This design comes from an exercise in tuning for small area on the open sky130 flow, not from production work. At most, simulation tests tie the RTL to the original design; equivalence was not proved. No driver is modelled on the clock port, so clocking that relies on it looks cheaper here than on a real chip.

==> inputs of run a <==
## IDStage
module IDStage(
  input         clock,
  input         reset,
  input  [31:0] io_IF_Instr,
  input  [31:0] io_IF_PC,
  output [3:0]  io_EX_A_ALUOP,
  output [2:0]  io_EX_A_ALUSrc1Ctrl,
  output [2:0]  io_EX_A_ALUSrc2Ctrl,
  output        io_EX_A_WordALUEn,
  output [2:0]  io_EX_A_WordALUOP,
  output        io_EX_B_MEMREn,
  output [2:0]  io_EX_B_MEMRCtrl,
  output        io_EX_B_MEMWEn,
  output [2:0]  io_EX_B_MEMWCtrl,
  output        io_EX_C_RegWEn,
  output [1:0]  io_EX_C_RegWSrc,
  output [4:0]  io_EX_C_Rd,
  output        io_EX_D_Rs1REn,
  output        io_EX_D_Rs2REn,
  output [4:0]  io_EX_D_Rs1,
  output [4:0]  io_EX_D_Rs2,
  output [31:0] io_EX_E_PC,
  output [63:0] io_EX_E_Imm,
  output [63:0] io_EX_E_RData1,
  output [63:0] io_EX_E_RData2,
  input         io_WB_RegWEn,
  input  [63:0] io_WB_WData,
  input  [4:0]  io_WB_Rd,
  output [31:0] io_PC_PC,
  output        io_HAZARD_JumpEn,
  input  [1:0]  io_DATAPATH_Rs1Ctrl,
  input  [1:0]  io_DATAPATH_Rs2Ctrl,
  input  [63:0] io_DATAPATH_MEMData,
  input  [63:0] io_DATAPATH_WBData
);
clock: 12.5 ns
lec_check: 0
cap_margin: 20
core_margin: 2
core_utilization: 40
cts_cluster_diameter: 100
cts_cluster_size: 24
place_density: 0.72
setup_slack_margin: 0.5
slew_margin: 20
synth_hierarchical: 1
standard.sh (not shown) runs the stock make flow with config.mk's settings and CLKGATE_MAP_FILE= SYNTH_SCRIPT=/design/flow/synth_recipe.tcl, a recipe that flattens the netlist after the stock synthesis.
==> flow/flow/run.sh <==
#!/bin/bash
# Standard ORFS layout with two changes: the port buffers are the smallest buffer cell, and
# before clock tree synthesis each large buffer tree left by placement is replaced by a single
# buffer (flow/rebuf_hook.tcl).
set -euo pipefail
export RB_MINBUFS=2 RB_MINSINKS=40 RB_BUF=buf_8
bash standard.sh BUFFER_PORTS_ARGS="-buffer_cell sky130_fd_sc_hd__buf_1" \
  PRE_CTS_TCL="$PWD/flow/rebuf_hook.tcl" finish > standard_flow.log 2>&1
==> flow/flow/rebuf_hook.tcl <==
# Re-buffer large fanout nets: a buffer tree rooted at a logic gate that reaches many sinks is
# replaced by one buffer placed at the sinks' centroid, and the root gate is set to its
# smallest drive strength. Later stages legalize the placement and repair timing.
proc rb_isbuf {inst} { return [regexp {__buf_[0-9]+$} [[$inst getMaster] getName]] }
set rb_block [ord::get_db_block]
set rb_trees {}
foreach net [$rb_block getNets] {
  set drv ""; set dpin ""
  foreach it [$net getITerms] { if {[$it isOutputSignal]} { set drv [$it getInst]; set dpin [[$it getMTerm] getName] } }
  if {$drv == "" || [rb_isbuf $drv]} continue
  set bufs {}; set sinks 0; set frontier [list $net]
  while {[llength $frontier]} {
    set n [lindex $frontier 0]; set frontier [lrange $frontier 1 end]
    foreach it [$n getITerms] {
      if {[$it isOutputSignal]} continue
      set inst [$it getInst]
      if {[rb_isbuf $inst] && ![regexp {^(input|output)} [$inst getName]]} {
        lappend bufs [$inst getName]
        foreach o [$inst getITerms] { if {[$o isOutputSignal]} { lappend frontier [$o getNet] } }
      } else { incr sinks }
    }
  }
  if {[llength $bufs] >= $::env(RB_MINBUFS) && $sinks >= $::env(RB_MINSINKS)} { lappend rb_trees [list $dpin [$drv getName] $bufs $sinks] }
}
set rb_all {}
foreach t $rb_trees { lappend rb_all {*}[lindex $t 2] }
puts "rebuffer: [llength $rb_trees] trees, [llength $rb_all] buffers"
if {[llength $rb_all]} {
  set rb_keep {}
  foreach inst [$rb_block getInsts] { if {[rb_isbuf $inst] && [lsearch -exact $rb_all [$inst getName]] < 0} { lappend rb_keep [$inst getName] } }
  if {[llength $rb_keep]} { set_dont_touch [get_cells $rb_keep] }
  remove_buffers [get_cells $rb_all]
  if {[llength $rb_keep]} { unset_dont_touch [get_cells $rb_keep] }
  foreach t $rb_trees {
    set drv [$rb_block findInst [lindex $t 1]]
    set net [[$drv findITerm [lindex $t 0]] getNet]
    set xs 0; set ys 0; set k 0
    foreach it [$net getITerms] { if {[$it isInputSignal]} { set b [[$it getInst] getBBox]; set xs [expr {$xs + [$b xMin]}]; set ys [expr {$ys + [$b yMin]}]; incr k } }
    insert_buffer -net [get_nets [$net getName]] -buffer_cell sky130_fd_sc_hd__$::env(RB_BUF) -location [list [expr {$xs/$k/1000.0}] [expr {$ys/$k/1000.0}]]
    set m [[$drv getMaster] getName]
    if {[regsub {_[0-9]+$} $m {_1} m1] && $m1 ne $m && [llength [get_lib_cells -quiet $m1]]} { replace_cell [get_cells [lindex $t 1]] [get_lib_cells $m1] }
  }
}
==> inputs of run b, as changes to run a <==
--- a/flow/design.v
+++ b/flow/design.v
@@ -162,104 +162,74 @@
   assign imm[31:20] = isU ? ins[31:20] : {12{sgn}};
   assign imm[19:12] = (isU | isJAL) ? ins[19:12] : {8{sgn}};
   assign imm[11]    = isBR ? ins[7] : (isJAL ? ins[20] : ((isI | isST) & ins[31]));
   assign imm[10:5]  = (isI | isST | isBR | isJAL) ? ins[30:25] : 6'h0;
   assign imm[4:1]   = (isI | isJAL) ? ins[24:21] : ((isST | isBR) ? ins[11:8] : 4'h0);
   assign imm[0]     = isI ? ins[20] : (isST ? ins[7] : 1'b0);
   assign io_EX_E_Imm = imm;
   wire [4:0] wrd = io_WB_Rd;
-  wire [63:0] wdz = io_WB_WData & {64{~reset}};
+  reg [31:1] valid;
+  wire [31:1] we;
   wire [63:0] rq [0:31];
   assign rq[0] = 64'h0;
-  wire [31:1] we;                
   genvar i;
   generate
     for (i = 1; i < 32; i = i + 1) begin : gr
       reg [63:0] q;
       assign we[i] = io_WB_RegWEn & (wrd == i);
       always @(posedge clock)
-        if (reset | we[i]) q <= wdz;
+        if (we[i]) q <= io_WB_WData;
+      always @(posedge clock)
+        if (reset) valid[i] <= 1'b0;
+        else if (we[i]) valid[i] <= 1'b1;
       assign rq[i] = q;
     end
   endgenerate
   wire wnz = io_WB_RegWEn & (wrd != 5'h0);
   wire byp1 = wnz & (wrd == rs1);
   wire byp2 = wnz & (wrd == rs2);
   wire rf1 = io_DATAPATH_Rs1Ctrl[0] == io_DATAPATH_Rs1Ctrl[1];
   wire rf2 = io_DATAPATH_Rs2Ctrl[0] == io_DATAPATH_Rs2Ctrl[1];
   wire s1m = io_DATAPATH_Rs1Ctrl == 2'd1;
   wire s1w = io_DATAPATH_Rs1Ctrl == 2'd2;
   wire s2m = io_DATAPATH_Rs2Ctrl == 2'd1;
   wire s2w = io_DATAPATH_Rs2Ctrl == 2'd2;
   wire s1b = rf1 & byp1;
   wire s2b = rf2 & byp2;
-  wire [33:0] sel1, sel2;
-  wire [63:0] src [0:33];
-  generate
-    for (i = 1; i < 32; i = i + 1) begin : gs
-      assign sel1[i-1] = rf1 & ~we[i] & (rs1 == i);
-      assign sel2[i-1] = rf2 & ~we[i] & (rs2 == i);
-      assign src[i-1] = rq[i];
-    end
-  endgenerate
-  assign sel1[33:31] = {s1b, s1w, s1m};
-  assign sel2[33:31] = {s2b, s2w, s2m};
-  assign src[31] = io_DATAPATH_MEMData;
-  assign src[32] = io_DATAPATH_WBData;
-  assign src[33] = io_WB_WData;
-  wire [63:0] rd1, rd2;
-  genvar b, g;
-  generate
-    for (b = 0; b < 64; b = b + 1) begin : gb
-      wire [11:0] n1, n2;
-      for (g = 0; g < 11; g = g + 1) begin : gg
-        IDStage_aoi222 u1 (.a1(sel1[3*g]), .a2(src[3*g][b]), .b1(sel1[3*g+1]), .b2(src[3*g+1][b]),
-                           .c1(sel1[3*g+2]), .c2(src[3*g+2][b]), .y(n1[g]));
-        IDStage_aoi222 u2 (.a1(sel2[3*g]), .a2(src[3*g][b]), .b1(sel2[3*g+1]), .b2(src[3*g+1][b]),
-                           .c1(sel2[3*g+2]), .c2(src[3*g+2][b]), .y(n2[g]));
-      end
-      assign n1[11] = ~(sel1[33] & src[33][b]);
-      assign n2[11] = ~(sel2[33] & src[33][b]);
-      assign rd1[b] = ~&n1;
-      assign rd2[b] = ~&n2;
-    end
-  endgenerate
+  wire rr1 = rf1 & ~byp1;
+  wire rr2 = rf2 & ~byp2;
+  reg [63:0] rd1, rd2;
+  integer k;
+  always @* begin
+    rd1 = ({64{s1m}} & io_DATAPATH_MEMData) | ({64{s1w}} & io_DATAPATH_WBData) |
+          ({64{s1b}} & io_WB_WData);
+    rd2 = ({64{s2m}} & io_DATAPATH_MEMData) | ({64{s2w}} & io_DATAPATH_WBData) |
+          ({64{s2b}} & io_WB_WData);
+    for (k = 1; k < 32; k = k + 1) begin
+      rd1 = rd1 | ({64{rr1 & valid[k] & (rs1 == k)}} & rq[k]);
+      rd2 = rd2 | ({64{rr2 & valid[k] & (rs2 == k)}} & rq[k]);
+    end
+  end
   assign io_EX_E_RData1 = rd1;
   assign io_EX_E_RData2 = rd2;
   wire eq  = rd1 == rd2;
   wire ltu = rd1 < rd2;
   wire lt  = ltu ^ rd1[63] ^ rd2[63];
-  wire f3ok = f3[2] | ~f3[1];
-  wire cmp = f3[2] ? (f3[1] ? ltu : lt) : eq;
-  wire cond = f3ok & (cmp ^ f3[0]);
+  reg cond;
+  always @* begin
+    case (f3)
+      3'd0: cond = eq;
+      3'd1: cond = ~eq;
+      3'd4: cond = lt;
+      3'd5: cond = ~lt;
+      3'd6: cond = ltu;
+      3'd7: cond = ~ltu;
+      default: cond = 1'b0;
+    endcase
+  end
   wire taken = isJ | (isBR & cond);
   wire [31:0] base = isJALR ? rd1[31:0] : io_IF_PC;
-  reg [31:0] cg, cp, tgt;
-  integer l, n, d;
-  always @* begin
-    cg = base & imm[31:0];
-    cp = base ^ imm[31:0];
-    for (l = 1; l <= 5; l = l + 1)
-      for (n = 0; n < 32; n = n + 1)
-        if ((n + 1) % (1 << l) == 0) begin
-          d = n - (1 << (l - 1));
-          cg[n] = cg[n] | (cp[n] & cg[d]);
-          cp[n] = cp[n] & cp[d];
-        end
-    for (l = 4; l >= 1; l = l - 1)
-      for (n = 0; n < 32; n = n + 1)
-        if ((n + 1) % (1 << l) == (1 << (l - 1)) && n >= (1 << l)) begin
-          d = n - (1 << (l - 1));
-          cg[n] = cg[n] | (cp[n] & cg[d]);
-        end
-    tgt = (base ^ imm[31:0]) ^ {cg[30:0], 1'b0};
-  end
+  wire [31:0] tgt = base + imm[31:0];
   wire [31:0] pc4 = io_IF_PC + 32'd4;
   assign io_HAZARD_JumpEn = taken;
   assign io_PC_PC = taken ? {tgt[31:1], tgt[0] & ~isJALR} : pc4;
 endmodule
-module IDStage_aoi222(
-  input  a1, a2, b1, b2, c1, c2,
-  output y
-);
-  assign y = ~((a1 & a2) | (b1 & b2) | (c1 & c2));
-endmodule
==> flow/run.sh (new file) <==
#!/bin/bash
# synth_recipe.tcl (not shown) runs the flow's synth.tcl, then flattens the netlist and writes it again
# the make line also repeats each setting of config.mk as NAME=value (left out here)
make -C /OpenROAD-flow-scripts/flow DESIGN_CONFIG=/design/flow/config.mk WORK_HOME=/design/flow/orfs CLKGATE_MAP_FILE= SYNTH_SCRIPT=/design/flow/synth_recipe.tcl finish
- CORE_UTILIZATION: 40 -> 30
- CTS_CLUSTER_DIAMETER: 100 -> default
- CTS_CLUSTER_SIZE: 24 -> default
- PLACE_DENSITY: 0.72 -> default
- SETUP_SLACK_MARGIN: 0.5 -> 1.0
- SYNTH_HIERARCHICAL: 1 -> default
removed: flow/flow/run.sh
removed: flow/flow/rebuf_hook.tcl
removed: flow/standard.sh
==> impl_metrics.tcl <==
set metrics [dict create \
    run_status "no timing/DRC/antenna violations" \
    grt_max_degree 66 \
    synth_mux_area_share_pct 0.811 \
    seq_area_share_pct 50.0 \
    drive_gt1_share_pct 22.4 \
    firstDrtPassIters 15 \
    num_rows 203 \
]
# the run above: run b

==> impl_metrics.tcl <==
set metrics [dict create \
    run_status "no timing/DRC/antenna violations" \
    grt_max_degree 69 \
    firstDrtPassIters 32 \
    synth_mux_area_share_pct 0.784 \
    num_rows 168 \
]
# the run above: run a

The RTL of run b was laid out without a check of its function.

[separate check: timing with driven ports]
The flow's constraints put no driver on any port. The routed layouts listed below were extracted and timed again, unchanged, in two steps. Step 1 assumes that a clkbuf_16 drives the clock port and a buf_2 every other input. Step 2 adds t to the input delays and takes it off the output delays; t is the mean of the earliest and latest rising clock arrival at the registers after step 1. Input paths then give back, and output paths get back, about the clock's delay inside the block. Three values: ideal, step 1, step 2; two values: the first two.
run | t, ns | setup slack, ns | worst hold slack (ns) | worst register clock-pin slew, ns | worst slew at a driven data input, ns
run a | 0.881 | 0.262 / 0.236 / 0.236 | 2.131 / 2.060 / 2.942 | 0.11 / 0.11 | 0.19
run b | 0.994 | 0.813 / 0.770 / 0.770 | 0.568 / 0.568 / 0.568 | 0.07 / 0.07 | 0.22
After both steps setup and hold are still met in every run listed. For run b, which loses most, drivers alone change the setup slack by -0.043 ns; drivers and shift together by -0.043 ns.
